Source: an optimization exercise on an open RTL-to-GDS flow (aim: a short achievable clock period and few clock cycles). Production flows keep margins and buffers that such runs may drop.
Where RTL was checked, it was by simulation tests only, not by an equivalence proof against the original.
No functional check of the RTL was part of runs 1 and 2.
No activity file was given, so power comes from the tool's default toggle rates.

--- flow/run.sh ---
#!/bin/bash
# synth_recipe.tcl (not shown) runs the flow's synth.tcl, then flattens the netlist and writes it again
# the make line also repeats each setting of config.mk as NAME=value (left out here)
make -C /OpenROAD-flow-scripts/flow DESIGN_CONFIG=/design/flow/config.mk WORK_HOME=/design/flow/orfs CLKGATE_MAP_FILE= SYNTH_SCRIPT=/design/flow/synth_recipe.tcl finish
--- flow/config.mk ---
export PLATFORM = sky130hd
export DESIGN_NAME = LC3Core
export DESIGN_NICKNAME = LC3Core
export VERILOG_FILES = /design/flow/design.v
export SDC_FILE = /design/flow/constraint.sdc
export NUM_CORES = 4
export LEC_CHECK = 0
export ABC_CLOCK_PERIOD_IN_PS = 3000
export CAP_MARGIN = 20
export CORE_MARGIN = 2
export CORE_UTILIZATION = 40
export SETUP_SLACK_MARGIN = 5
export SLEW_MARGIN = 20
--- flow/constraint.sdc ---
create_clock -name core_clock -period 10.0 [get_ports {clock}]
set_input_delay 2.0000 -clock core_clock [delete_from_list [all_inputs] [get_ports {clock}]]
set_output_delay 2.0000 -clock core_clock [all_outputs]
set_load 0.01 [all_outputs]
--- flow/design.v ---
module LC3Core(
  input         clock,
  input         reset,
  output [15:0] io_mem_raddr,
  input  [15:0] io_mem_rdata,
  output [15:0] io_mem_waddr,
  output [15:0] io_mem_wdata,
  output        io_mem_wen,
  output        io_kb_ready,
  input         io_kb_valid,
  input  [7:0]  io_kb_bits,
  input         io_disp_ready,
  output        io_disp_valid,
  output [7:0]  io_disp_bits,
  output        io_end
);
  localparam [2:0] T_NONE  = 3'd0,
                   T_INSTR = 3'd1,    
                   T_LDATA = 3'd2,    
                   T_LPTR  = 3'd3,    
                   T_SPTR  = 3'd4,    
                   T_TVEC  = 3'd5;    
  reg  [15:0] ra;           
  reg  [2:0]  tag_p;        
  reg         pt_p;         
  reg  [1:0]  bi_p;         
  reg  [15:0] ra_a;         
  reg  [2:0]  tag_a;
  reg         pt_a;
  reg  [1:0]  bi_a;
  reg         dev_a;        
  reg  [15:0] dev_val;
  reg  [15:0] fp;           
  reg  [2:0]  qv;
  reg  [15:0] qi0, qi1, qi2;    
  reg  [15:0] qa0, qa1, qa2;    
  reg  [15:0] qn0, qn1, qn2;    
  reg  [2:0]  qt;               
  reg  [1:0]  qb0, qb1, qb2;    
  reg  [3:0]  bv;
  reg  [15:0] btag0, btag1, btag2, btag3;
  reg  [15:0] btgt0, btgt1, btgt2, btgt3;
  reg  [1:0]  brr;
  reg  [15:0] R0, R1, R2, R3, R4, R5, R6, R7;
  reg  [15:0] ccv;         
  reg  [15:0] xpc;         
  reg         ldp;         
  reg  [2:0]  pend_dst;
  reg         stip;        
  reg         tvp;         
  reg         prev_nz;     
  reg         end1;
  reg  [15:0] waddr_q, wdata_q;
  reg         wen_q;
  reg  [15:0] KBSR, KBDR, DDR, DSR;
  reg         disp_v;
  wire [15:0] rdata_eff = dev_a ? dev_val : io_mem_rdata;
  wire        arr_instr = (tag_a == T_INSTR);
  wire        arr_ldata = (tag_a == T_LDATA);
  wire [15:0] inst = qi0;
  wire [3:0]  op   = inst[15:12];
  wire [2:0]  iA   = inst[8:6];
  wire [2:0]  iB   = inst[2:0];
  wire [2:0]  iC   = inst[11:9];
  function [15:0] rsel(input [2:0] i, input [15:0] r0, input [15:0] r1, input [15:0] r2,
                       input [15:0] r3, input [15:0] r4, input [15:0] r5, input [15:0] r6,
                       input [15:0] r7);
    case (i)
      3'd0: rsel = r0; 3'd1: rsel = r1; 3'd2: rsel = r2; 3'd3: rsel = r3;
      3'd4: rsel = r4; 3'd5: rsel = r5; 3'd6: rsel = r6; default: rsel = r7;
    endcase
  endfunction
  wire [15:0] rA = rsel(iA, R0, R1, R2, R3, R4, R5, R6, R7);
  wire [15:0] rB = rsel(iB, R0, R1, R2, R3, R4, R5, R6, R7);
  wire [15:0] rC = rsel(iC, R0, R1, R2, R3, R4, R5, R6, R7);
  wire [15:0] off5   = {{11{inst[4]}}, inst[4:0]};
  wire [15:0] off6   = {{10{inst[5]}}, inst[5:0]};
  wire [15:0] off9   = {{7{inst[8]}}, inst[8:0]};
  wire [15:0] pcn    = qn0;
  wire [15:0] pcoff  = qn0 + off9;
  wire [16:0] pcoff1w = {qn0, 1'b1} + {off9, 1'b1};
  wire [15:0] pcoff1 = pcoff1w[16:1];
  wire [15:0] pcn1   = qn0 + 16'd1;
  wire [15:0] rA1    = rA + 16'd1;
  wire [15:0] boff   = rA + off6;
  wire [15:0] opb    = inst[5] ? off5 : rB;
  wire [15:0] alu    = (op == 4'h1) ? (rA + opb) :
                       (op == 4'h5) ? (rA & opb) : ~rA;
  wire        cN = ccv[15];
  wire        cZ = ~|ccv;
  wire        cP = ~cN & ~cZ;
  wire        is_br  = (op == 4'h0);
  wire        taken  = is_br & ((inst[11] & cN) | (inst[10] & cZ) | (inst[9] & cP));
  wire is_alu  = (op == 4'h1) | (op == 4'h5) | (op == 4'h9);
  wire is_lea  = (op == 4'hE);
  wire is_lnk  = (op == 4'h4) | (op == 4'hF);
  wire is_ld   = (op == 4'h2) | (op == 4'h6);
  wire is_ldi  = (op == 4'hA);
  wire is_st   = (op == 4'h3) | (op == 4'h7);
  wire is_sti  = (op == 4'hB);
  wire is_jmp  = (op == 4'hC) | (op == 4'h4);
  wire is_trp  = (op == 4'hF);
  wire is_zero = (inst == 16'h0);
  wire is_end  = is_zero & prev_nz;
  wire is_mem  = is_ld | is_ldi | is_st | is_sti | is_trp | is_zero;
  wire uses_A = is_alu | (op == 4'h6) | (op == 4'h7) | is_jmp;
  wire uses_B = ((op == 4'h1) | (op == 4'h5)) & ~inst[5];
  wire uses_C = is_st | is_sti;
  wire dep_ld = (uses_A & (iA == pend_dst)) | (uses_B & (iB == pend_dst)) |
                (uses_C & (iC == pend_dst)) | is_br;
  reg  sm_hit;
  wire sm_flush = sm_hit;
  wire pt_bad   = qt[0] & ~is_br;      
  wire ld_block  = ldp & ~(arr_ldata & ~dep_ld);
  wire sti_block = stip;
  wire ex        = qv[0] & ~end1 & ~ld_block & ~sti_block & ~sm_flush & ~pt_bad;
  wire refetch   = ~end1 & (sm_flush | (qv[0] & pt_bad));
  wire ex_end    = ex & is_end;
  wire ex_live   = ex & ~is_end;
  wire mispred   = is_br & (taken ^ qt[0]);
  wire redirect  = ex_live & (mispred | is_jmp);
  wire [15:0] rd_tgt  = taken ? pcoff  : is_jmp ? rA  : pcn;
  wire [15:0] rd_tgt1 = taken ? pcoff1 : is_jmp ? rA1 : pcn1;
  wire ex_trap   = ex_live & is_trp;
  wire ex_dreq   = ex_live & (is_ld | is_ldi | is_sti | is_trp);
  wire [15:0] daddr = is_trp ? {8'h0, inst[7:0]} : (op == 4'h6) ? boff : pcoff;
  wire [2:0]  dtag  = is_trp ? T_TVEC : is_sti ? T_SPTR : is_ldi ? T_LPTR : T_LDATA;
  wire flush_q   = refetch | redirect | ex_trap;
  wire        wr_ex  = ex_live & (is_alu | is_lea | is_lnk);
  wire [2:0]  wr_dst = is_lnk ? 3'd7 : iC;
  wire [15:0] wr_val = is_alu ? alu : is_lea ? pcoff : pcn;
  wire        cc_ex  = ex_live & (is_alu | is_lea);
  wire h0 = bv[0] & (btag0 == fp);
  wire h1 = bv[1] & (btag1 == fp);
  wire h2 = bv[2] & (btag2 == fp);
  wire h3 = bv[3] & (btag3 == fp);
  wire bhit = h0 | h1 | h2 | h3;
  wire [1:0]  bidx = h3 ? 2'd3 : h2 ? 2'd2 : h1 ? 2'd1 : 2'd0;
  wire [15:0] btgt = h3 ? btgt3 : h2 ? btgt2 : h1 ? btgt1 : btgt0;
  wire [1:0] qcnt = {1'b0, qv[0]} + {1'b0, qv[1]} + {1'b0, qv[2]};
  wire [2:0] occ  = {1'b0, qcnt} + {2'b0, arr_instr} + {2'b0, (tag_p == T_INSTR)};
  wire room = (occ < 3'd3) | ((occ == 3'd3) & ex);
  reg  [15:0] ra_n, fp_n;
  reg  [2:0]  tag_n;
  reg         pt_n;
  reg  [1:0]  bi_n;
  always @(*) begin
    ra_n  = ra;
    tag_n = T_NONE;
    pt_n  = 1'b0;
    bi_n  = 2'd0;
    fp_n  = refetch ? xpc : fp;
    if (tag_a == T_LPTR) begin
      ra_n = rdata_eff; tag_n = T_LDATA;
    end else if (tag_a == T_TVEC) begin
      ra_n = rdata_eff; tag_n = T_INSTR; fp_n = rdata_eff + 16'd1;
    end else if (ex_dreq) begin
      ra_n = daddr; tag_n = dtag;
    end else if (refetch) begin
      ra_n = xpc; tag_n = T_INSTR; fp_n = xpc + 16'd1;
    end else if (redirect) begin
      ra_n = rd_tgt; tag_n = T_INSTR; fp_n = rd_tgt1;
    end else if (room & ~tvp & ~end1) begin
      ra_n = fp; tag_n = T_INSTR; pt_n = bhit; bi_n = bidx;
      fp_n = bhit ? btgt : fp + 16'd1;
    end
  end
  always @(posedge clock) begin
    if (reset) begin
      ra    <= 16'h3001;
      tag_p <= T_INSTR;
      pt_p  <= 1'b0;
      bi_p  <= 2'd0;
      ra_a  <= 16'h0;
      tag_a <= T_NONE;
      pt_a  <= 1'b0;
      bi_a  <= 2'd0;
      dev_a <= 1'b0;
      dev_val <= 16'h0;
      fp    <= 16'h3002;
    end else begin
      ra    <= ra_n;
      tag_p <= tag_n;
      pt_p  <= pt_n;
      bi_p  <= bi_n;
      fp    <= fp_n;
      ra_a  <= ra;
      tag_a <= (flush_q & (tag_p == T_INSTR)) ? T_NONE : tag_p;
      pt_a  <= pt_p;
      bi_a  <= bi_p;
      dev_a   <= (ra == 16'hFE00) | (ra == 16'hFE02) | (ra == 16'hFE04);
      dev_val <= (ra == 16'hFE00) ? KBSR : (ra == 16'hFE02) ? KBDR : DSR;
    end
  end
  wire [1:0] pos = qcnt - {1'b0, ex};
  wire       app = arr_instr & ~flush_q;
  always @(posedge clock) begin
    if (reset) begin
      qv <= 3'b000;
      qt <= 3'b000;
      qi0 <= 16'h0; qi1 <= 16'h0; qi2 <= 16'h0;
      qa0 <= 16'h0; qa1 <= 16'h0; qa2 <= 16'h0;
      qn0 <= 16'h0; qn1 <= 16'h0; qn2 <= 16'h0;
      qb0 <= 2'd0;  qb1 <= 2'd0;  qb2 <= 2'd0;
    end else if (flush_q) begin
      qv <= 3'b000;
    end else begin
      if (ex) begin
        qv  <= {1'b0, qv[2:1]};
        qt  <= {1'b0, qt[2:1]};
        qi0 <= qi1; qi1 <= qi2;
        qa0 <= qa1; qa1 <= qa2;
        qn0 <= qn1; qn1 <= qn2;
        qb0 <= qb1; qb1 <= qb2;
      end
      if (app) begin
        case (pos)
          2'd0: begin qv[0] <= 1'b1; qt[0] <= pt_a; qi0 <= io_mem_rdata; qa0 <= ra_a; qn0 <= ra_a + 16'd1; qb0 <= bi_a; end
          2'd1: begin qv[1] <= 1'b1; qt[1] <= pt_a; qi1 <= io_mem_rdata; qa1 <= ra_a; qn1 <= ra_a + 16'd1; qb1 <= bi_a; end
          default: begin qv[2] <= 1'b1; qt[2] <= pt_a; qi2 <= io_mem_rdata; qa2 <= ra_a; qn2 <= ra_a + 16'd1; qb2 <= bi_a; end
        endcase
      end
    end
  end
  wire [15:0] br_addr = qa0;
  always @(posedge clock) begin
    if (reset) begin
      bv  <= 4'b0000;
      brr <= 2'd0;
      btag0 <= 16'h0; btag1 <= 16'h0; btag2 <= 16'h0; btag3 <= 16'h0;
      btgt0 <= 16'h0; btgt1 <= 16'h0; btgt2 <= 16'h0; btgt3 <= 16'h0;
    end else begin
      if (wen_q) begin
        if (btag0 == waddr_q) bv[0] <= 1'b0;
        if (btag1 == waddr_q) bv[1] <= 1'b0;
        if (btag2 == waddr_q) bv[2] <= 1'b0;
        if (btag3 == waddr_q) bv[3] <= 1'b0;
      end
      if (refetch & qv[0] & qt[0]) bv[qb0] <= 1'b0;
      if (ex_live & is_br & qt[0] & ~taken) bv[qb0] <= 1'b0;
      if (ex_live & is_br & ~qt[0] & taken) begin
        brr <= brr + 2'd1;
        case (brr)
          2'd0: begin bv[0] <= 1'b1; btag0 <= br_addr; btgt0 <= pcoff; end
          2'd1: begin bv[1] <= 1'b1; btag1 <= br_addr; btgt1 <= pcoff; end
          2'd2: begin bv[2] <= 1'b1; btag2 <= br_addr; btgt2 <= pcoff; end
          default: begin bv[3] <= 1'b1; btag3 <= br_addr; btgt3 <= pcoff; end
        endcase
      end
    end
  end
  wire        st_now  = ex_live & is_st;
  wire [15:0] st_addr = (tag_a == T_SPTR) ? rdata_eff : (op == 4'h3) ? pcoff : boff;
  wire        st_hit  = (st_now | (tag_a == T_SPTR)) &
                        ((st_addr == qa0) | (st_addr == qa1) | (st_addr == qa2) |
                         (st_addr == ra_a) | (st_addr == ra) | (st_addr == fp));
  always @(posedge clock) begin
    if (reset) begin
      ccv      <= 16'h0;
      xpc      <= 16'h3001;
      ldp      <= 1'b0;
      pend_dst <= 3'd0;
      stip     <= 1'b0;
      tvp      <= 1'b0;
      prev_nz  <= 1'b0;
      end1     <= 1'b0;
      sm_hit   <= 1'b0;
      wen_q    <= 1'b0;
      waddr_q  <= 16'h0;
      wdata_q  <= 16'h0;
    end else begin
      if (cc_ex) ccv <= wr_val;
      else if (arr_ldata) ccv <= rdata_eff;
      if (ex_live) xpc <= rd_tgt;
      else if (tag_a == T_TVEC) xpc <= rdata_eff;
      if (arr_ldata) ldp <= 1'b0;
      if (ex_live & (is_ld | is_ldi)) begin
        ldp <= 1'b1;
        pend_dst <= iC;
      end
      if (tag_a == T_SPTR) stip <= 1'b0;
      if (ex_live & is_sti) stip <= 1'b1;
      if (tag_a == T_TVEC) tvp <= 1'b0;
      if (ex_trap) tvp <= 1'b1;
      if (ex) prev_nz <= ~is_zero;
      if (ex_end) end1 <= 1'b1;
      sm_hit <= st_hit;
      wen_q <= 1'b0;
      if (ex_live & is_st) begin
        wen_q   <= 1'b1;
        waddr_q <= (op == 4'h3) ? pcoff : boff;
        wdata_q <= rC;
      end else if (ex_live & is_sti) begin
        wdata_q <= rC;
      end else if (tag_a == T_SPTR) begin
        wen_q   <= 1'b1;
        waddr_q <= rdata_eff;
      end
    end
  end
  always @(posedge clock) begin
    if (reset) begin
      R0 <= 16'h0; R1 <= 16'h0; R2 <= 16'h0; R3 <= 16'h0;
      R4 <= 16'h0; R5 <= 16'h0; R6 <= 16'h0; R7 <= 16'h0;
    end else begin
      if (wr_ex & (wr_dst == 3'd0)) R0 <= wr_val; else if (arr_ldata & (pend_dst == 3'd0)) R0 <= rdata_eff;
      if (wr_ex & (wr_dst == 3'd1)) R1 <= wr_val; else if (arr_ldata & (pend_dst == 3'd1)) R1 <= rdata_eff;
      if (wr_ex & (wr_dst == 3'd2)) R2 <= wr_val; else if (arr_ldata & (pend_dst == 3'd2)) R2 <= rdata_eff;
      if (wr_ex & (wr_dst == 3'd3)) R3 <= wr_val; else if (arr_ldata & (pend_dst == 3'd3)) R3 <= rdata_eff;
      if (wr_ex & (wr_dst == 3'd4)) R4 <= wr_val; else if (arr_ldata & (pend_dst == 3'd4)) R4 <= rdata_eff;
      if (wr_ex & (wr_dst == 3'd5)) R5 <= wr_val; else if (arr_ldata & (pend_dst == 3'd5)) R5 <= rdata_eff;
      if (wr_ex & (wr_dst == 3'd6)) R6 <= wr_val; else if (arr_ldata & (pend_dst == 3'd6)) R6 <= rdata_eff;
      if (wr_ex & (wr_dst == 3'd7)) R7 <= wr_val; else if (arr_ldata & (pend_dst == 3'd7)) R7 <= rdata_eff;
    end
  end
  wire kb_fire = io_kb_valid & ~KBSR[15];
  always @(posedge clock) begin
    if (reset) begin
      KBSR   <= 16'h0;
      KBDR   <= 16'h0;
      DDR    <= 16'h0;
      DSR    <= 16'h0;
      disp_v <= 1'b0;
    end else begin
      if (kb_fire) KBDR <= {8'h0, io_kb_bits};
      if (wen_q & (waddr_q == 16'hFE00)) KBSR <= wdata_q;
      else if (kb_fire) KBSR <= 16'h8000;
      if (wen_q & (waddr_q == 16'hFE06)) DDR <= wdata_q;
      disp_v <= wen_q & (waddr_q == 16'hFE06);
      DSR <= {io_disp_ready, 15'h0};
    end
  end
  assign io_mem_raddr  = ra;
  assign io_mem_waddr  = waddr_q;
  assign io_mem_wdata  = wdata_q;
  assign io_mem_wen    = wen_q;
  assign io_kb_ready   = ~KBSR[15];
  assign io_disp_valid = disp_v;
  assign io_disp_bits  = DDR[7:0];
  assign io_end        = end1;
endmodule
==> results.cfg, run 1 <==
[sta]
holdWs_ns = 0.451
fin_crit_sh = 0.512
period_needed_ns = 5.12
fmax_mhz = 195
setup-violations-final = 0
tns_ns = 0
hold_violations = 0
skew_ns = 0.0271
worst_pin_slew_ns = 1.20
drv_slew = 0
rsz0062_at_grt = true
slew_headroom = 0.202

[floorplanning]
start_util = 0.404
die_area_um2 = 102000
die_x_um = 319
placementRows = 115
num_io_pins = 88
core_area_um2 = 98600
chipHeight_um = 319

[critical_path]
slowest_delay_ns = 0.51
end_kind = register
cpMostUsedCell = a2111oi_0
cp-start-kind = primary input
crit_slowest_cell = clkdlybuf4s50_1
crit_required_ns = 10.57
worstPathArrival_ns = 5.69
critPathMaxFanout = 20
crit_chain = clkdlybuf4s50_1 > mux2i_4 > buf_4 > xnor2_1 > a2111oi_0 > nand4_1 > nor4_1 > o21ai_0 > a2111oi_2 > o211ai_1 > a2111oi_0 > a211oi_1 > a41oi_1
critPathKind = primary input to register

[placement]
dpl.hpwl_mm = 127
port_buffers = 87
placed_area_um2 = 41700
routabilityCongestion = 1.02

[clock_network]
clkTransAtPathRegs_ns = 0.06
postCtsHoldBufs = 0
clockRootBuffer = clkbuf_16
cts_buffers = 71
clk_latency_ns = 0.66
cts_max_path_buffers = 3
cts_htree_levels = 3
tritoncts = built
clock-sinks = 603

[synth]
synth_area_leaders = dfxtp_1 30%, a21oi_1 8.6%, nor2_1 6.7%
seq_area_frac_synth = 0.303
synth.top_cells.by_count = 712 x nor2_1, 681 x a21oi_1, 661 x nand2_1
synthArstFlopShare = 0
ys.flop_type = dfxtp_1
avgSynthCellArea_um2 = 7.41
synth-edff-count = 0
syn-cell-area_um2 = 39800
syn_nets = 5462
yosysWarnings = 1
synth_most_common_cell = nor2_1
ys_types = 108
synth_top_area_share = 0.303
syn_inst = 5370
yosys.area.top_type = dfxtp_1
ys_ff_latch = 603

[global_routing]
grt_use_total = 0.353
grt_max_degree = 96
grt_pass1_wl_mm = 270
grt_pass1_vias = 38163
overflow = 0
antenna_found_initial = 3

[drt]
first_pass_iters = 7
drc = 0
routed_wirelength_mm = 188
vias = 42176
wl_per_cell_um = 28.5
via_per_inst = 6.41
ant_nets = 0
initialDrtViolationCount = 5645

[worst_hold_path]
hold_path_class = register to register

[run_status]
status = finished clean

[finish]
fin_util = 0.457
area_growth_pct = 13.2
fin_area_um2 = 45100
nNetsFinal = 5327
final_layout_size_suffix_gt1_frac = 0.112
n_fill_cell = 9861

[pwr]
p_leak_uw = 0.0159
p_total_uw = 11900
irDropWorstVdd_mv = 0.146
powerDensity_nw_per_um2 = 264

[flow_run]
max-cap-violations = 0
routing by layer:
layer | part of all wire | wire, µm | track usage | vias up
met5 | 0.00011 | 20 | 0 | -
met4 | 0.084 | 15700 | 0.242 | 2
met3 | 0.10 | 19600 | 0.0679 | 621
met2 | 0.42 | 78500 | 0.527 | 2678
met1 | 0.39 | 73800 | 0.460 | 20046
li1 | - | - | - | 18829
cell usage in the layout, fill, tap and decap left out, types with 23 or more instances in the layout:
cell / count
nor2_1: 704
a21oi_1: 677
nand2_1: 660
dfxtp_1: 591
xnor2_1: 230
buf_4: 175
o21ai_0: 173
a211oi_1: 159
nor3_1: 148
xor2_1: 113
nand3_1: 110
mux2i_1: 107
clkdlybuf4s50_1: 86
inv_1: 80
clkbuf_16: 75
ha_1: 56
o211ai_1: 53
nand4_1: 52
nand2b_1: 51
nor2b_1: 41
or3_1: 41
a31oi_1: 40
o22ai_1: 35
mux2_2: 35
o221a_2: 35
nor4_1: 34
and3_1: 33
a22oi_1: 32
o221a_1: 31
a221oi_1: 29
mux4_2: 27
o31ai_1: 26
and2_1: 26
nor3_2: 24
o221ai_1: 23
through the flow:
stage          std cells  setup WS [ns]
6_report            6579           4.88
5_1_grt             6577           4.81
4_1_cts             6543           4.69
3_5_place_dp        6399           3.70
3_3_place_gp        6399           3.83
2_1_floorplan       5370           5.07
final cells by class:
class	count	area, µm²	share of cell area
Antenna cell	2	5.00	0.000111
Timing Repair Buffer	282	2510	0.0557
Clock buffer	100	2090	0.0463
Tap cell	1287	1610	0.0357
Inverter	86	332	0.00736
Clock inverter	28	303	0.00672
Sequential cell	603	12100	0.268
Multi-Input combinational cell	4191	26100	0.580
report_power, final:
| part | switching [µW] | internal, µW | total (µW) |
|---|---|---|---|
| logic | 4020 | 2030 | 6050 |
| registers | 493 | 2650 | 3140 |
| clock network | 1150 | 1550 | 2700 |
| total | 5660 | 6230 | 11900 |
critical path, delay by kind of cell:
kind | cells | cell delay (ns)
compound gates | 7 | 1.90
xor+xnor | 1 | 0.11
buf+inv | 2 | 0.95
mux | 1 | 0.17
simple gates | 2 | 0.53
cells by family after synthesis:
group,synth area share
muxes,0.0574
xor gates and xnor gates,0.0798
adders and majority gates,0.0212
and+or+nand+nor,0.231
buffers and inverters,0.0591
AOI/OAI and AO/OA,0.248
DFF,0.303
what timing repair did:
| action | CTS | global route |
|---|---|---|
| pin swaps | 9 | 11 |
| resized for setup | 51 | 62 |
| endpoints found under the hold margin | 0 | 0 |
| cloned | 5 | 3 |
| setup endpoints to repair | 251 | 328 |
| setup buffers | 11 | 31 |
final timing paths:
path	startpoint	endpoint	slack [ns]	cells after the start
max reg2reg	qi0[8]$_SDFFE_PP0N_	sm_hit$_SDFF_PP0_	4.95	18
min	btgt0[3]$_SDFFE_PP0P_	btgt0[3]$_SDFFE_PP0P_	0.45	2
max	io_mem_rdata[15]	sm_hit$_SDFF_PP0_	4.88	13
min reg2reg	btgt0[3]$_SDFFE_PP0P_	btgt0[3]$_SDFFE_PP0P_	0.45	2
==> run 2, diff against run 1 <==
--- a/flow/design.v
+++ b/flow/design.v
@@ -45,6 +45,8 @@
   reg  [15:0] ccv;         
   reg  [15:0] xpc;         
   reg         ldp;         
+  reg         kill_rf;     
+  reg         kill_cc;     
   reg  [2:0]  pend_dst;
   reg         stip;        
   reg         tvp;         
@@ -70,6 +72,41 @@
       3'd4: rsel = r4; 3'd5: rsel = r5; 3'd6: rsel = r6; default: rsel = r7;
     endcase
   endfunction
+  function [15:0] add16(input [15:0] a, input [15:0] b, input ci);
+    reg [15:0] g, p, gg, pp, gn, pn;
+    integer i, d;
+    begin
+      g = a & b;
+      p = a ^ b;
+      gg = g;
+      gg[0] = g[0] | (p[0] & ci);
+      pp = p;
+      for (d = 1; d < 16; d = d * 2) begin
+        gn = gg;
+        pn = pp;
+        for (i = d; i < 16; i = i + 1) begin
+          gn[i] = gg[i] | (pp[i] & gg[i - d]);
+          pn[i] = pp[i] & pp[i - d];
+        end
+        gg = gn;
+        pp = pn;
+      end
+      add16 = p ^ {gg[14:0], ci};
+    end
+  endfunction
+  function sum_eq(input [15:0] a, input [15:0] b, input [15:0] k);
+    reg [15:0] p, g, c, co;
+    begin
+      p = a ^ b;
+      g = a & b;
+      c = p ^ k;                  
+      co = g | (p & c);           
+      sum_eq = ~c[0] & (co[14:0] == c[15:1]);
+    end
+  endfunction
+  function [15:0] inc16(input [15:0] a);
+    inc16 = add16(a, 16'h0, 1'b1);
+  endfunction
   wire [15:0] rA = rsel(iA, R0, R1, R2, R3, R4, R5, R6, R7);
   wire [15:0] rB = rsel(iB, R0, R1, R2, R3, R4, R5, R6, R7);
   wire [15:0] rC = rsel(iC, R0, R1, R2, R3, R4, R5, R6, R7);
@@ -77,14 +114,13 @@
   wire [15:0] off6   = {{10{inst[5]}}, inst[5:0]};
   wire [15:0] off9   = {{7{inst[8]}}, inst[8:0]};
   wire [15:0] pcn    = qn0;
-  wire [15:0] pcoff  = qn0 + off9;
-  wire [16:0] pcoff1w = {qn0, 1'b1} + {off9, 1'b1};
-  wire [15:0] pcoff1 = pcoff1w[16:1];
-  wire [15:0] pcn1   = qn0 + 16'd1;
-  wire [15:0] rA1    = rA + 16'd1;
-  wire [15:0] boff   = rA + off6;
+  wire [15:0] pcoff  = add16(qn0, off9, 1'b0);
+  wire [15:0] pcoff1 = add16(qn0, off9, 1'b1);
+  wire [15:0] pcn1   = inc16(qn0);
+  wire [15:0] rA1    = inc16(rA);
+  wire [15:0] boff   = add16(rA, off6, 1'b0);
   wire [15:0] opb    = inst[5] ? off5 : rB;
-  wire [15:0] alu    = (op == 4'h1) ? (rA + opb) :
+  wire [15:0] alu    = (op == 4'h1) ? add16(rA, opb, 1'b0) :
                        (op == 4'h5) ? (rA & opb) : ~rA;
   wire        cN = ccv[15];
   wire        cZ = ~|ccv;
@@ -106,12 +142,14 @@
   wire uses_A = is_alu | (op == 4'h6) | (op == 4'h7) | is_jmp;
   wire uses_B = ((op == 4'h1) | (op == 4'h5)) & ~inst[5];
   wire uses_C = is_st | is_sti;
-  wire dep_ld = (uses_A & (iA == pend_dst)) | (uses_B & (iB == pend_dst)) |
-                (uses_C & (iC == pend_dst)) | is_br;
+  wire reads_pd = (uses_A & (iA == pend_dst)) | (uses_B & (iB == pend_dst)) |
+                  (uses_C & (iC == pend_dst));
+  wire dep_ld = (reads_pd & ~kill_rf) | (is_br & ~kill_cc);
+  wire shadow_ok = (is_alu | is_lea) & ~dep_ld;
   reg  sm_hit;
   wire sm_flush = sm_hit;
   wire pt_bad   = qt[0] & ~is_br;      
-  wire ld_block  = ldp & ~(arr_ldata & ~dep_ld);
+  wire ld_block  = ldp & (arr_ldata ? dep_ld : ~shadow_ok);
   wire sti_block = stip;
   wire ex        = qv[0] & ~end1 & ~ld_block & ~sti_block & ~sm_flush & ~pt_bad;
   wire refetch   = ~end1 & (sm_flush | (qv[0] & pt_bad));
@@ -153,16 +191,16 @@
     if (tag_a == T_LPTR) begin
       ra_n = rdata_eff; tag_n = T_LDATA;
     end else if (tag_a == T_TVEC) begin
-      ra_n = rdata_eff; tag_n = T_INSTR; fp_n = rdata_eff + 16'd1;
+      ra_n = rdata_eff; tag_n = T_INSTR; fp_n = inc16(rdata_eff);
     end else if (ex_dreq) begin
       ra_n = daddr; tag_n = dtag;
     end else if (refetch) begin
-      ra_n = xpc; tag_n = T_INSTR; fp_n = xpc + 16'd1;
+      ra_n = xpc; tag_n = T_INSTR; fp_n = inc16(xpc);
     end else if (redirect) begin
       ra_n = rd_tgt; tag_n = T_INSTR; fp_n = rd_tgt1;
     end else if (room & ~tvp & ~end1) begin
       ra_n = fp; tag_n = T_INSTR; pt_n = bhit; bi_n = bidx;
-      fp_n = bhit ? btgt : fp + 16'd1;
+      fp_n = bhit ? btgt : inc16(fp);
     end
   end
   always @(posedge clock) begin
@@ -194,6 +232,7 @@
   end
   wire [1:0] pos = qcnt - {1'b0, ex};
   wire       app = arr_instr & ~flush_q;
+  wire [15:0] ra_a1 = inc16(ra_a);
   always @(posedge clock) begin
     if (reset) begin
       qv <= 3'b000;
@@ -215,9 +254,9 @@
       end
       if (app) begin
         case (pos)
-          2'd0: begin qv[0] <= 1'b1; qt[0] <= pt_a; qi0 <= io_mem_rdata; qa0 <= ra_a; qn0 <= ra_a + 16'd1; qb0 <= bi_a; end
-          2'd1: begin qv[1] <= 1'b1; qt[1] <= pt_a; qi1 <= io_mem_rdata; qa1 <= ra_a; qn1 <= ra_a + 16'd1; qb1 <= bi_a; end
-          default: begin qv[2] <= 1'b1; qt[2] <= pt_a; qi2 <= io_mem_rdata; qa2 <= ra_a; qn2 <= ra_a + 16'd1; qb2 <= bi_a; end
+          2'd0: begin qv[0] <= 1'b1; qt[0] <= pt_a; qi0 <= io_mem_rdata; qa0 <= ra_a; qn0 <= ra_a1; qb0 <= bi_a; end
+          2'd1: begin qv[1] <= 1'b1; qt[1] <= pt_a; qi1 <= io_mem_rdata; qa1 <= ra_a; qn1 <= ra_a1; qb1 <= bi_a; end
+          default: begin qv[2] <= 1'b1; qt[2] <= pt_a; qi2 <= io_mem_rdata; qa2 <= ra_a; qn2 <= ra_a1; qb2 <= bi_a; end
         endcase
       end
     end
@@ -250,15 +289,21 @@
     end
   end
   wire        st_now  = ex_live & is_st;
-  wire [15:0] st_addr = (tag_a == T_SPTR) ? rdata_eff : (op == 4'h3) ? pcoff : boff;
-  wire        st_hit  = (st_now | (tag_a == T_SPTR)) &
-                        ((st_addr == qa0) | (st_addr == qa1) | (st_addr == qa2) |
-                         (st_addr == ra_a) | (st_addr == ra) | (st_addr == fp));
+  wire        hit_rd = (rdata_eff == qa0) | (rdata_eff == qa1) | (rdata_eff == qa2) |
+                       (rdata_eff == ra_a) | (rdata_eff == ra) | (rdata_eff == fp);
+  wire        hit_pc = sum_eq(qn0, off9, qa0) | sum_eq(qn0, off9, qa1) | sum_eq(qn0, off9, qa2) |
+                       sum_eq(qn0, off9, ra_a) | sum_eq(qn0, off9, ra) | sum_eq(qn0, off9, fp);
+  wire        hit_b  = sum_eq(rA, off6, qa0) | sum_eq(rA, off6, qa1) | sum_eq(rA, off6, qa2) |
+                       sum_eq(rA, off6, ra_a) | sum_eq(rA, off6, ra) | sum_eq(rA, off6, fp);
+  wire        st_hit = ((tag_a == T_SPTR) & hit_rd) |
+                       (st_now & ((op == 4'h3) ? hit_pc : hit_b));
   always @(posedge clock) begin
     if (reset) begin
       ccv      <= 16'h0;
       xpc      <= 16'h3001;
       ldp      <= 1'b0;
+      kill_rf  <= 1'b0;
+      kill_cc  <= 1'b0;
       pend_dst <= 3'd0;
       stip     <= 1'b0;
       tvp      <= 1'b0;
@@ -270,7 +315,14 @@
       wdata_q  <= 16'h0;
     end else begin
       if (cc_ex) ccv <= wr_val;
-      else if (arr_ldata) ccv <= rdata_eff;
+      else if (arr_ldata & ~kill_cc) ccv <= rdata_eff;
+      if (ex_live & (is_ld | is_ldi)) begin
+        kill_rf <= 1'b0;
+        kill_cc <= 1'b0;
+      end else if (ldp & ~arr_ldata) begin
+        if (wr_ex & (wr_dst == pend_dst)) kill_rf <= 1'b1;
+        if (cc_ex) kill_cc <= 1'b1;
+      end
       if (ex_live) xpc <= rd_tgt;
       else if (tag_a == T_TVEC) xpc <= rdata_eff;
       if (arr_ldata) ldp <= 1'b0;
@@ -298,19 +350,20 @@
       end
     end
   end
+  wire ld_wr = arr_ldata & ~kill_rf;
   always @(posedge clock) begin
     if (reset) begin
       R0 <= 16'h0; R1 <= 16'h0; R2 <= 16'h0; R3 <= 16'h0;
       R4 <= 16'h0; R5 <= 16'h0; R6 <= 16'h0; R7 <= 16'h0;
     end else begin
-      if (wr_ex & (wr_dst == 3'd0)) R0 <= wr_val; else if (arr_ldata & (pend_dst == 3'd0)) R0 <= rdata_eff;
-      if (wr_ex & (wr_dst == 3'd1)) R1 <= wr_val; else if (arr_ldata & (pend_dst == 3'd1)) R1 <= rdata_eff;
-      if (wr_ex & (wr_dst == 3'd2)) R2 <= wr_val; else if (arr_ldata & (pend_dst == 3'd2)) R2 <= rdata_eff;
-      if (wr_ex & (wr_dst == 3'd3)) R3 <= wr_val; else if (arr_ldata & (pend_dst == 3'd3)) R3 <= rdata_eff;
-      if (wr_ex & (wr_dst == 3'd4)) R4 <= wr_val; else if (arr_ldata & (pend_dst == 3'd4)) R4 <= rdata_eff;
-      if (wr_ex & (wr_dst == 3'd5)) R5 <= wr_val; else if (arr_ldata & (pend_dst == 3'd5)) R5 <= rdata_eff;
-      if (wr_ex & (wr_dst == 3'd6)) R6 <= wr_val; else if (arr_ldata & (pend_dst == 3'd6)) R6 <= rdata_eff;
-      if (wr_ex & (wr_dst == 3'd7)) R7 <= wr_val; else if (arr_ldata & (pend_dst == 3'd7)) R7 <= rdata_eff;
+      if (wr_ex & (wr_dst == 3'd0)) R0 <= wr_val; else if (ld_wr & (pend_dst == 3'd0)) R0 <= rdata_eff;
+      if (wr_ex & (wr_dst == 3'd1)) R1 <= wr_val; else if (ld_wr & (pend_dst == 3'd1)) R1 <= rdata_eff;
+      if (wr_ex & (wr_dst == 3'd2)) R2 <= wr_val; else if (ld_wr & (pend_dst == 3'd2)) R2 <= rdata_eff;
+      if (wr_ex & (wr_dst == 3'd3)) R3 <= wr_val; else if (ld_wr & (pend_dst == 3'd3)) R3 <= rdata_eff;
+      if (wr_ex & (wr_dst == 3'd4)) R4 <= wr_val; else if (ld_wr & (pend_dst == 3'd4)) R4 <= rdata_eff;
+      if (wr_ex & (wr_dst == 3'd5)) R5 <= wr_val; else if (ld_wr & (pend_dst == 3'd5)) R5 <= rdata_eff;
+      if (wr_ex & (wr_dst == 3'd6)) R6 <= wr_val; else if (ld_wr & (pend_dst == 3'd6)) R6 <= rdata_eff;
+      if (wr_ex & (wr_dst == 3'd7)) R7 <= wr_val; else if (ld_wr & (pend_dst == 3'd7)) R7 <= rdata_eff;
     end
   end
   wire kb_fire = io_kb_valid & ~KBSR[15];
==> flow/flow/run.sh (new file) <==
#!/bin/bash
# Standard ORFS layout (the standard.sh, unchanged synthesis), with the
# timing repair aiming well below the clock period: repair_timing keeps
# working until the setup slack reaches the margin given here.
set -uo pipefail
bash standard.sh SETUP_SLACK_MARGIN=6.5 finish > standard_flow.log 2>&1
==> flow/standard.sh (new file) <==
#!/bin/bash
# synth_recipe.tcl (not shown) runs the flow's synth.tcl, then flattens the netlist and writes it again
# the make line also repeats each setting of config.mk as NAME=value (left out here)
make -C /OpenROAD-flow-scripts/flow DESIGN_CONFIG=/design/flow/config.mk WORK_HOME=/design/flow/orfs CLKGATE_MAP_FILE= SYNTH_SCRIPT=/design/flow/synth_recipe.tcl "${@:-finish}"
--- a/flow/config.mk
+++ b/flow/config.mk
@@ -9,5 +9,4 @@
 export CAP_MARGIN = 20
 export CORE_MARGIN = 2
 export CORE_UTILIZATION = 40
-export SETUP_SLACK_MARGIN = 5
 export SLEW_MARGIN = 20
removed: flow/run.sh
==> results.cfg, run 2 <==
[run_status]
status = finished clean

[drt]
wl_per_cell_um = 32.0
drc = 0
initialDrtViolationCount = 7665
met1Wirelength_mm = 85.4
routed.top_layer = met5
routed_wirelength_mm = 237
via_per_inst = 6.57
vias = 48731
first_pass_iters = 7
ant_nets = 0
met2_length_mm = 94.0
met3_length_mm = 35.3

[finish]
multi_input_area_um2 = 34000
fin_area_um2 = 57700
register_area_um2 = 12300
finalNonFillerCells = 7415
n_fill_cell = 10035
nNetsFinal = 6148
area_growth_pct = 30.6
final_common_cell = nand2_1
final_layout_size_suffix_gt1_frac = 0.240
final_cell_mix = 890 x nand2_1, 548 x dfxtp_1, 465 x nor2_1

[critical_path]
worstPathArrival_ns = 4.72
critPathKind = register to register
crit_chain = buf_16 > mux2_4 > a221o_1 > a21oi_4 > nor2_4 > ha_4 > fa_2 > a21oi_4 > o22ai_4 > o41a_1 > a41oi_2 > nor2b_4 > xnor2_2 > mux2i_1 > nor3_2 > o41ai_2 > o21ai_1
slowest_delay_ns = 0.43
cpMostUsedCell = a21oi_4
crit_slowest_cell = o41a_1
rr_endpoint = ra[12]$_SDFFE_PP1P_
timing.reg2reg.worst_path_depth = 17
end_kind = register
cp-start-kind = register
timing.rr.start = qi0[8]$_SDFFE_PP0N_
crit_required_ns = 10.58
critPathMaxFanout = 5
rrSetupSlack_ns = 5.86

[clock_network]
clk_latency_ns = 0.73
postCtsHoldBufs = 0
clkTransAtPathRegs_ns = 0.07
clockRootBuffer = clkbuf_16
cts_buffers = 72
cts_max_path_buffers = 3
cts_htree_levels = 3
clock-sinks = 605
tritoncts = built

[synth]
ys_types = 105
synth_most_common_cell = nand2_1
syn-cell-area_um2 = 44200
yosysWarnings = 1
yosys.area.top_type = dfxtp_1
synth-edff-count = 0
synth_top_area_share = 0.274
synth.top_cells.by_count = 915 x nand2_1, 605 x dfxtp_1, 585 x nor2_1
syn_nets = 5987
ys.flop_type = dfxtp_1
ys_ff_latch = 605
synth_area_leaders = dfxtp_1 27%, fa_1 8.4%, nand2_1 7.8%
syn_inst = 5714
seq_area_frac_synth = 0.274
avgSynthCellArea_um2 = 7.73
synthArstFlopShare = 0

[placement]
placed_area_um2 = 47100
routabilityCongestion = 1.05
port_buffers = 87
dpl.hpwl_mm = 142
dpl.cell_count = 6968

[sta]
fin_crit_sh = 0.414
rsz0062_at_grt = true
slew_headroom = 0.172
worst_pin_slew_ns = 1.23
drv_slew = 0
skew_ns = 0.0843
fmax_mhz = 241
hold_violations = 0
setup-violations-final = 0
period_needed_ns = 4.14
tns_ns = 0

[global_routing]
antenna_found_initial = 9
grt_pass1_wl_mm = 315
grt_use_total = 0.382
overflow = 0
grt_pass1_vias = 43310
grt_max_degree = 186

[flow_run]
max-cap-violations = 0

[pwr]
p_leak_uw = 0.0199
powerDensity_nw_per_um2 = 261
irDropWorstVdd_mv = 0.178

[floorplanning]
die_area_um2 = 113000
placementRows = 121
core_area_um2 = 109000
num_io_pins = 88
die_x_um = 336
chipHeight_um = 336
start_util = 0.405

[worst_hold_path]
hold_path_class = register to register
hp-start = bi_p[1]$_SDFF_PP0_
min_to = bi_a[1]$_SDFF_PP0_
hold_depth = 1
-- run 2: cell count changes in the layout (fill, tap and decap cells not counted), moves of 75 or more --
| cell | previous run | this run |
|---|---|---|
| xnor2_1 | 230 | 351 |
| fa_1 | 6 | 181 |
| nand2_1 | 660 | 890 |
| nor2_4 | 4 | 79 |
| a21oi_1 | 677 | 438 |
| o211ai_1 | 53 | 133 |
| nor2_1 | 704 | 465 |
| buf_4 | 175 | 276 |
| a21oi_2 | 4 | 99 |
| nor3_1 | 148 | 61 |
-- run 2: metrics by stage --
stage           util  power [µW]  worst slack, ns  hold slack (ns)
2_1_floorplan      -        7130             5.67            0.414
3_3_place_gp   0.432        9250             4.13            0.419
3_5_place_dp   0.432        9300             4.13            0.437
4_1_cts        0.487       13100             5.91            0.440
5_1_grt        0.528       15400             5.82            0.460
6_report       0.528       15100             5.86            0.439
-- run 2: worst max path at each step --
stage,cells after the start,start,slack [ns],endpoint
detailed placement,15,qi0[8]$_SDFFE_PP0N_,4.13,R7[14]$_SDFFE_PP0P_
floorplan,17,qi0[8]$_SDFFE_PP0N_,5.67,ra[13]$_SDFFE_PP1P_
finish,17,qi0[8]$_SDFFE_PP0N_,5.86,ra[12]$_SDFFE_PP1P_
global route,17,qi0[8]$_SDFFE_PP0N_,5.82,ra[12]$_SDFFE_PP1P_
global placement,15,qi0[8]$_SDFFE_PP0N_,4.13,R7[14]$_SDFFE_PP0P_
CTS,17,qi0[8]$_SDFFE_PP0N_,5.91,ra[12]$_SDFFE_PP1P_
-- run 2: where the power goes --
group / switching [µW] / internal (µW)
sequential: 493 / 2650
combinational: 5550 / 3490
clock: 1250 / 1640
total: 7300 / 7780
-- run 2: logic make-up after synthesis --
logic type / Yosys count / synth area share
buf+inv: 640 / 0.0588
fa+ha+maj: 245 / 0.101
simple gates: 2067 / 0.207
compound gates: 1444 / 0.207
flops: 605 / 0.274
mux: 157 / 0.0419
xor+xnor: 556 / 0.111
-- run 2: cell type report --
cell class	count	share of cell area
Multi-Input combinational cell	4477	0.589
Sequential cell	605	0.212
Timing Repair Buffer	551	0.110
Clock buffer	101	0.0362
Tap cell	1476	0.0320
Inverter	168	0.0122
Clock inverter	30	0.00787
Antenna cell	7	0.000304
-- run 2: repair_timing --
item,CTS,global route
setup buffers,143,109
pin swaps,80,225
gates resized for setup,503,647
gates cloned,20,37
endpoints found under the setup margin,584,437
-- run 2: worst max-delay path, delay by kind of cell (launching register included) --
kind	cells	cell delay, ns
mux	2	0.51
xor+xnor	1	0.09
buf+inv	1	0.15
flops	1	0.39
fa+ha+maj	2	0.57
simple gates	3	0.38
compound gates	8	1.90
-- run 2: metal layers --
metal	vias to the layer above	global-route usage
li1	20228	-
met1	23317	0.482
met2	3989	0.549
met3	1189	0.120
met4	8	0.275
met5	-	0
==> run 3, diff against run 2 <==
--- a/flow/design.v
+++ b/flow/design.v
@@ -31,12 +31,17 @@
   reg         dev_a;        
   reg  [15:0] dev_val;
   reg  [15:0] fp;           
-  reg  [2:0]  qv;
-  reg  [15:0] qi0, qi1, qi2;    
-  reg  [15:0] qa0, qa1, qa2;    
-  reg  [15:0] qn0, qn1, qn2;    
-  reg  [2:0]  qt;               
-  reg  [1:0]  qb0, qb1, qb2;    
+  localparam QN = 4;                
+  reg  [QN-1:0]    qv;
+  reg  [16*QN-1:0] qi;              
+  reg  [16*QN-1:0] qa;              
+  reg  [16*QN-1:0] qn;              
+  reg  [QN-1:0]    qt;              
+  reg  [2*QN-1:0]  qb;              
+  wire [15:0] qi0 = qi[15:0];
+  wire [15:0] qa0 = qa[15:0];
+  wire [15:0] qn0 = qn[15:0];
+  wire [1:0]  qb0 = qb[1:0];
   reg  [3:0]  bv;
   reg  [15:0] btag0, btag1, btag2, btag3;
   reg  [15:0] btgt0, btgt1, btgt2, btgt3;
@@ -146,13 +151,14 @@
                   (uses_C & (iC == pend_dst));
   wire dep_ld = (reads_pd & ~kill_rf) | (is_br & ~kill_cc);
   wire shadow_ok = (is_alu | is_lea) & ~dep_ld;
-  reg  sm_hit;
-  wire sm_flush = sm_hit;
+  reg  sm_hit;                                     
+  wire sm_now   = wen_q & qv[0] & (waddr_q == qa0);
+  wire sm_flush = sm_hit | sm_now;
   wire pt_bad   = qt[0] & ~is_br;      
   wire ld_block  = ldp & (arr_ldata ? dep_ld : ~shadow_ok);
   wire sti_block = stip;
   wire ex        = qv[0] & ~end1 & ~ld_block & ~sti_block & ~sm_flush & ~pt_bad;
-  wire refetch   = ~end1 & (sm_flush | (qv[0] & pt_bad));
+  wire refetch   = ~end1 & ~tvp & (sm_flush | (qv[0] & pt_bad));
   wire ex_end    = ex & is_end;
   wire ex_live   = ex & ~is_end;
   wire mispred   = is_br & (taken ^ qt[0]);
@@ -175,9 +181,14 @@
   wire bhit = h0 | h1 | h2 | h3;
   wire [1:0]  bidx = h3 ? 2'd3 : h2 ? 2'd2 : h1 ? 2'd1 : 2'd0;
   wire [15:0] btgt = h3 ? btgt3 : h2 ? btgt2 : h1 ? btgt1 : btgt0;
-  wire [1:0] qcnt = {1'b0, qv[0]} + {1'b0, qv[1]} + {1'b0, qv[2]};
-  wire [2:0] occ  = {1'b0, qcnt} + {2'b0, arr_instr} + {2'b0, (tag_p == T_INSTR)};
-  wire room = (occ < 3'd3) | ((occ == 3'd3) & ex);
+  reg  [3:0] qcnt;
+  integer ci;
+  always @(*) begin
+    qcnt = 4'd0;
+    for (ci = 0; ci < QN; ci = ci + 1) qcnt = qcnt + {3'b0, qv[ci]};
+  end
+  wire [3:0] occ  = qcnt + {3'b0, arr_instr} + {3'b0, (tag_p == T_INSTR)};
+  wire room = (occ < QN) | ((occ == QN) & ex);
   reg  [15:0] ra_n, fp_n;
   reg  [2:0]  tag_n;
   reg         pt_n;
@@ -191,7 +202,7 @@
     if (tag_a == T_LPTR) begin
       ra_n = rdata_eff; tag_n = T_LDATA;
     end else if (tag_a == T_TVEC) begin
-      ra_n = rdata_eff; tag_n = T_INSTR; fp_n = inc16(rdata_eff);
+      fp_n = rdata_eff;             
     end else if (ex_dreq) begin
       ra_n = daddr; tag_n = dtag;
     end else if (refetch) begin
@@ -230,34 +241,42 @@
       dev_val <= (ra == 16'hFE00) ? KBSR : (ra == 16'hFE02) ? KBDR : DSR;
     end
   end
-  wire [1:0] pos = qcnt - {1'b0, ex};
-  wire       app = arr_instr & ~flush_q;
+  wire [3:0]  pos = qcnt - {3'b0, ex};
+  wire        app = arr_instr & ~flush_q;
   wire [15:0] ra_a1 = inc16(ra_a);
+  integer qj;
   always @(posedge clock) begin
     if (reset) begin
-      qv <= 3'b000;
-      qt <= 3'b000;
-      qi0 <= 16'h0; qi1 <= 16'h0; qi2 <= 16'h0;
-      qa0 <= 16'h0; qa1 <= 16'h0; qa2 <= 16'h0;
-      qn0 <= 16'h0; qn1 <= 16'h0; qn2 <= 16'h0;
-      qb0 <= 2'd0;  qb1 <= 2'd0;  qb2 <= 2'd0;
+      qv <= {QN{1'b0}};
+      qt <= {QN{1'b0}};
+      qi <= {16*QN{1'b0}};
+      qa <= {16*QN{1'b0}};
+      qn <= {16*QN{1'b0}};
+      qb <= {2*QN{1'b0}};
     end else if (flush_q) begin
-      qv <= 3'b000;
+      qv <= {QN{1'b0}};
     end else begin
-      if (ex) begin
-        qv  <= {1'b0, qv[2:1]};
-        qt  <= {1'b0, qt[2:1]};
-        qi0 <= qi1; qi1 <= qi2;
-        qa0 <= qa1; qa1 <= qa2;
-        qn0 <= qn1; qn1 <= qn2;
-        qb0 <= qb1; qb1 <= qb2;
-      end
-      if (app) begin
-        case (pos)
-          2'd0: begin qv[0] <= 1'b1; qt[0] <= pt_a; qi0 <= io_mem_rdata; qa0 <= ra_a; qn0 <= ra_a1; qb0 <= bi_a; end
-          2'd1: begin qv[1] <= 1'b1; qt[1] <= pt_a; qi1 <= io_mem_rdata; qa1 <= ra_a; qn1 <= ra_a1; qb1 <= bi_a; end
-          default: begin qv[2] <= 1'b1; qt[2] <= pt_a; qi2 <= io_mem_rdata; qa2 <= ra_a; qn2 <= ra_a1; qb2 <= bi_a; end
-        endcase
+      for (qj = 0; qj < QN; qj = qj + 1) begin
+        if (app && pos == qj) begin
+          qv[qj] <= 1'b1;
+          qt[qj] <= pt_a;
+          qi[16*qj +: 16] <= io_mem_rdata;
+          qa[16*qj +: 16] <= ra_a;
+          qn[16*qj +: 16] <= ra_a1;
+          qb[2*qj +: 2]   <= bi_a;
+        end else if (ex) begin
+          if (qj == QN - 1) begin
+            qv[qj] <= 1'b0;
+            qt[qj] <= 1'b0;
+          end else begin
+            qv[qj] <= qv[qj + 1];
+            qt[qj] <= qt[qj + 1];
+            qi[16*qj +: 16] <= qi[16*(qj+1) +: 16];
+            qa[16*qj +: 16] <= qa[16*(qj+1) +: 16];
+            qn[16*qj +: 16] <= qn[16*(qj+1) +: 16];
+            qb[2*qj +: 2]   <= qb[2*(qj+1) +: 2];
+          end
+        end
       end
     end
   end
@@ -288,15 +307,14 @@
       end
     end
   end
-  wire        st_now  = ex_live & is_st;
-  wire        hit_rd = (rdata_eff == qa0) | (rdata_eff == qa1) | (rdata_eff == qa2) |
-                       (rdata_eff == ra_a) | (rdata_eff == ra) | (rdata_eff == fp);
-  wire        hit_pc = sum_eq(qn0, off9, qa0) | sum_eq(qn0, off9, qa1) | sum_eq(qn0, off9, qa2) |
-                       sum_eq(qn0, off9, ra_a) | sum_eq(qn0, off9, ra) | sum_eq(qn0, off9, fp);
-  wire        hit_b  = sum_eq(rA, off6, qa0) | sum_eq(rA, off6, qa1) | sum_eq(rA, off6, qa2) |
-                       sum_eq(rA, off6, ra_a) | sum_eq(rA, off6, ra) | sum_eq(rA, off6, fp);
-  wire        st_hit = ((tag_a == T_SPTR) & hit_rd) |
-                       (st_now & ((op == 4'h3) ? hit_pc : hit_b));
+  integer hj;
+  reg sm_other;
+  always @(*) begin
+    sm_other = (arr_instr & (waddr_q == ra_a)) | ((tag_p == T_INSTR) & (waddr_q == ra));
+    for (hj = 1; hj < QN; hj = hj + 1)
+      sm_other = sm_other | (qv[hj] & (waddr_q == qa[16*hj +: 16]));
+  end
+  wire st_hit = wen_q & sm_other;
   always @(posedge clock) begin
     if (reset) begin
       ccv      <= 16'h0;
==> results.cfg, run 3 <==
[critical_path]
timing.reg2reg.worst_path_depth = 16
cp-start-kind = register
critPathKind = register to register
rrSetupSlack_ns = 5.94
cp-startpoint = qi[12]$_SDFFE_PP0P_
crit_required_ns = 10.53
rr_endpoint = qn[61]$_SDFFE_PP0P_
worstPathArrival_ns = 4.58
critPathMaxFanout = 7
end_kind = register
timing.rr.start = qi[12]$_SDFFE_PP0P_
cp-endpoint = qn[61]$_SDFFE_PP0P_

[run_status]
status = finished clean

[synth]
syn_nets = 5231
ys_ff_latch = 657
synth_area_leaders = dfxtp_1 33%, mux2i_1 7.4%, nand2_1 6.3%
synthArstFlopShare = 0
yosys.area.top_type = dfxtp_1
synth_most_common_cell = nand2_1
seq_area_frac_synth = 0.326
synth_top_area_share = 0.326
ys_types = 88
yosysWarnings = 1
synth.top_cells.by_count = 678 x nand2_1, 657 x dfxtp_1, 547 x nor2_1
ys.flop_type = dfxtp_1
synth-edff-count = 0
syn_inst = 5134
avgSynthCellArea_um2 = 7.86
syn-cell-area_um2 = 40400

[clock_network]
tritoncts = built
cts_buffers = 73
cts_max_path_buffers = 3
clock-sinks = 657
clkTransAtPathRegs_ns = 0.07
clockRootBuffer = clkbuf_16
cts_htree_levels = 3
clk_latency_ns = 0.67

[floorplanning]
chipHeight_um = 322
core_area_um2 = 100000
die_area_um2 = 103000
die_x_um = 322
num_io_pins = 88
placementRows = 116
start_util = 0.404

[drt]
routed_wirelength_mm = 206
met2_length_mm = 85.0
vias = 45278
routed.top_layer = met5
via_per_inst = 6.65
initialDrtViolationCount = 6747
ant_nets = 0
first_pass_iters = 6
met1Wirelength_mm = 75.5
wl_per_cell_um = 30.3
drc = 0
met3_length_mm = 26.8

[sta]
period_needed_ns = 4.06
setup-violations-final = 0
skew_ns = 0.0415
hold_violations = 0
worst_pin_slew_ns = 1.25
worst_slack_ns = 5.94
fin_crit_sh = 0.406
rsz0062_at_grt = true
fmax_mhz = 246
tns_ns = 0
slew_headroom = 0.165
drv_slew = 0

[pwr]
p_seq_frac = 0.259
intPower_uw = 7360
pwr-share-comb = 0.519
switching_share = 0.422
power_switching_uw = 5370
p_total_uw = 12700
clkPwrFrac = 0.221
irDropWorstVdd_mv = 0.137
p_leak_uw = 0.0203
powerDensity_nw_per_um2 = 225

[finish]
final_layout_size_suffix_gt1_frac = 0.292
nNetsFinal = 5546
finalNonFillerCells = 6806
final_cell_mix = 649 x nand2_1, 577 x dfxtp_1, 462 x nor2_1
final_common_cell = nand2_1
n_fill_cell = 8455
fin_util = 0.565
area_growth_pct = 39.9
reg_top3 = qa (64), qi (64), qn (64)

[global_routing]
grt_pass1_wl_mm = 277
antenna_found_initial = 15
grt_use_total = 0.358
grt_max_degree = 157
overflow = 0
grt_pass1_vias = 40413

[placement]
pre_cts_slack_ns = 3.36
port_buffers = 87
dpl.cell_count = 6212
routabilityCongestion = 0.990
dpl.hpwl_mm = 117

[worst_hold_path]
hold_path_class = register to register

[flow_run]
max-cap-violations = 0
run 3: changes by cell type after synthesis, moves of 52 or more:
cell     previous run  this run
inv_1             164        49
mux2i_1            96       297
xnor2_1           373       192
fa_1              186         7
nand2_1           915       678
a21oi_1           569       398
dfxtp_1           605       657
run 3: metrics by stage:
stage	hold WS [ns]	cell area [µm²]
floorplan	0.414	41300
global placement	0.418	42900
detailed placement	0.428	42900
finish	0.448	56500
global route	0.462	56500
CTS	0.434	51500
run 3: worst max-delay path: stages (launching register included):
cell and delay (ns):
dfxtp_4 0.35, buf_12 0.13, or4_4 0.57, a2111o_1 0.48, nor3_4 0.31, nand2_4 0.09
clkinv_4 0.06, ha_4 0.13, ha_4 0.15, xnor2_4 0.12, nand3_4 0.16, or3_4 0.41
nor3_4 0.23, buf_6 0.18, buf_16 0.16, mux2i_1 0.32, nor2_1 0.09
run 3: cell type report:
class	count	area, µm²	area share
Antenna cell	5	12.5	0.000222
Inverter	52	223	0.00394
Sequential cell	657	13300	0.235
Clock inverter	32	339	0.00600
Clock buffer	97	2050	0.0363
Tap cell	1298	1620	0.0288
Timing Repair Buffer	679	8600	0.152
Multi-Input combinational cell	3986	30300	0.537
run 3: worst min path at each step:
stage                   startpoint             endpoint  slack, ns  cells past startpoint
4_1_cts        tag_p[0]$_SDFF_PP1_  tag_a[0]$_SDFF_PP0_       0.43                      1
3_3_place_gp    bi_p[1]$_SDFF_PP0_   bi_a[1]$_SDFF_PP0_       0.42                      1
5_1_grt        tag_p[0]$_SDFF_PP1_  tag_a[0]$_SDFF_PP0_       0.46                      1
6_report        bi_p[1]$_SDFF_PP0_   bi_a[1]$_SDFF_PP0_       0.45                      1
3_5_place_dp    bi_p[1]$_SDFF_PP0_   bi_a[1]$_SDFF_PP0_       0.43                      1
2_1_floorplan   bi_p[0]$_SDFF_PP0_   bi_a[0]$_SDFF_PP0_       0.41                      1
run 3: kinds of logic (layout without fill, tap and decap cells):
| logic type | Yosys count | count (layout) | synth area share |
|---|---|---|---|
| AO/OA/AOI/OAI | 1414 | 1428 | 0.233 |
| XOR/XNOR | 348 | 348 | 0.0755 |
| adder cells (fa/ha/maj) | 69 | 69 | 0.0227 |
| buffers and inverters | 508 | 860 | 0.0491 |
| flip-flops | 657 | 657 | 0.326 |
| multiplexers | 372 | 372 | 0.0979 |
| other | 0 | 5 | 0 |
| AND/OR/NAND/NOR | 1766 | 1769 | 0.196 |
run 3: what timing repair did:
| action | CTS | global route |
|---|---|---|
| resized for setup | 734 | 636 |
| buffers inserted | 215 | 149 |
| pin swaps | 167 | 265 |
| endpoints found under the setup margin | 639 | 554 |
| hold buffers | 0 | 0 |
| cloned | 53 | 43 |
run 3: metal layers:
layer  vias up  track usage
met5         -            0
met4        14        0.248
met3      1043       0.0922
met2      3466        0.529
met1     21568        0.453
li1      19187            -
run 3: power groups by stage:
stage	sequential (µW)	combinational, µW	clock (µW)
CTS	3240	5040	2800
global route	3300	6730	2920
floorplan	3060	2650	0
global placement	3290	3530	0
finish	3300	6620	2820
detailed placement	3290	3550	0
Testbench counts of run 3, summed over its fixed seeds: cycles 44,737.

-- port drivers added, routing unchanged --
The flow's constraints put no driver on any port. The routed layouts listed below were extracted and timed again, unchanged, in two steps.
Step 1: set_driving_cell puts a clkbuf_16 on clock and a buf_2 on each other input, an assumption about the parent block.
Step 2 adds t to the input delays and takes it off the output delays; t is the mean of the earliest and latest rising clock arrival at the registers after step 1. Input paths then give back, and output paths get back, about the clock's delay inside the block.
a / b / c = no drivers / after step 1 / after step 2; a / b = the first two.
run | t (ns) | slack for setup (ns) | worst setup path after step 2 | latest minus earliest clock arrival (ns) | worst register clock-pin slew, ns
run 1 | 0.718 | 4.884 / 4.934 / 4.217 | input to register | 0.027 / 0.027 | 0.07 / 0.07
run 2 | 0.760 | 5.857 / 5.857 / 5.230 | input to register | 0.085 / 0.085 | 0.07 / 0.07
run 3 | 0.728 | 5.942 / 5.942 / 5.665 | input to register | 0.042 / 0.041 | 0.08 / 0.08
After both steps every run listed still meets setup and hold. The setup slack of run 1, which loses most, moves by +0.050 ns with the drivers and by -0.667 ns with both steps.
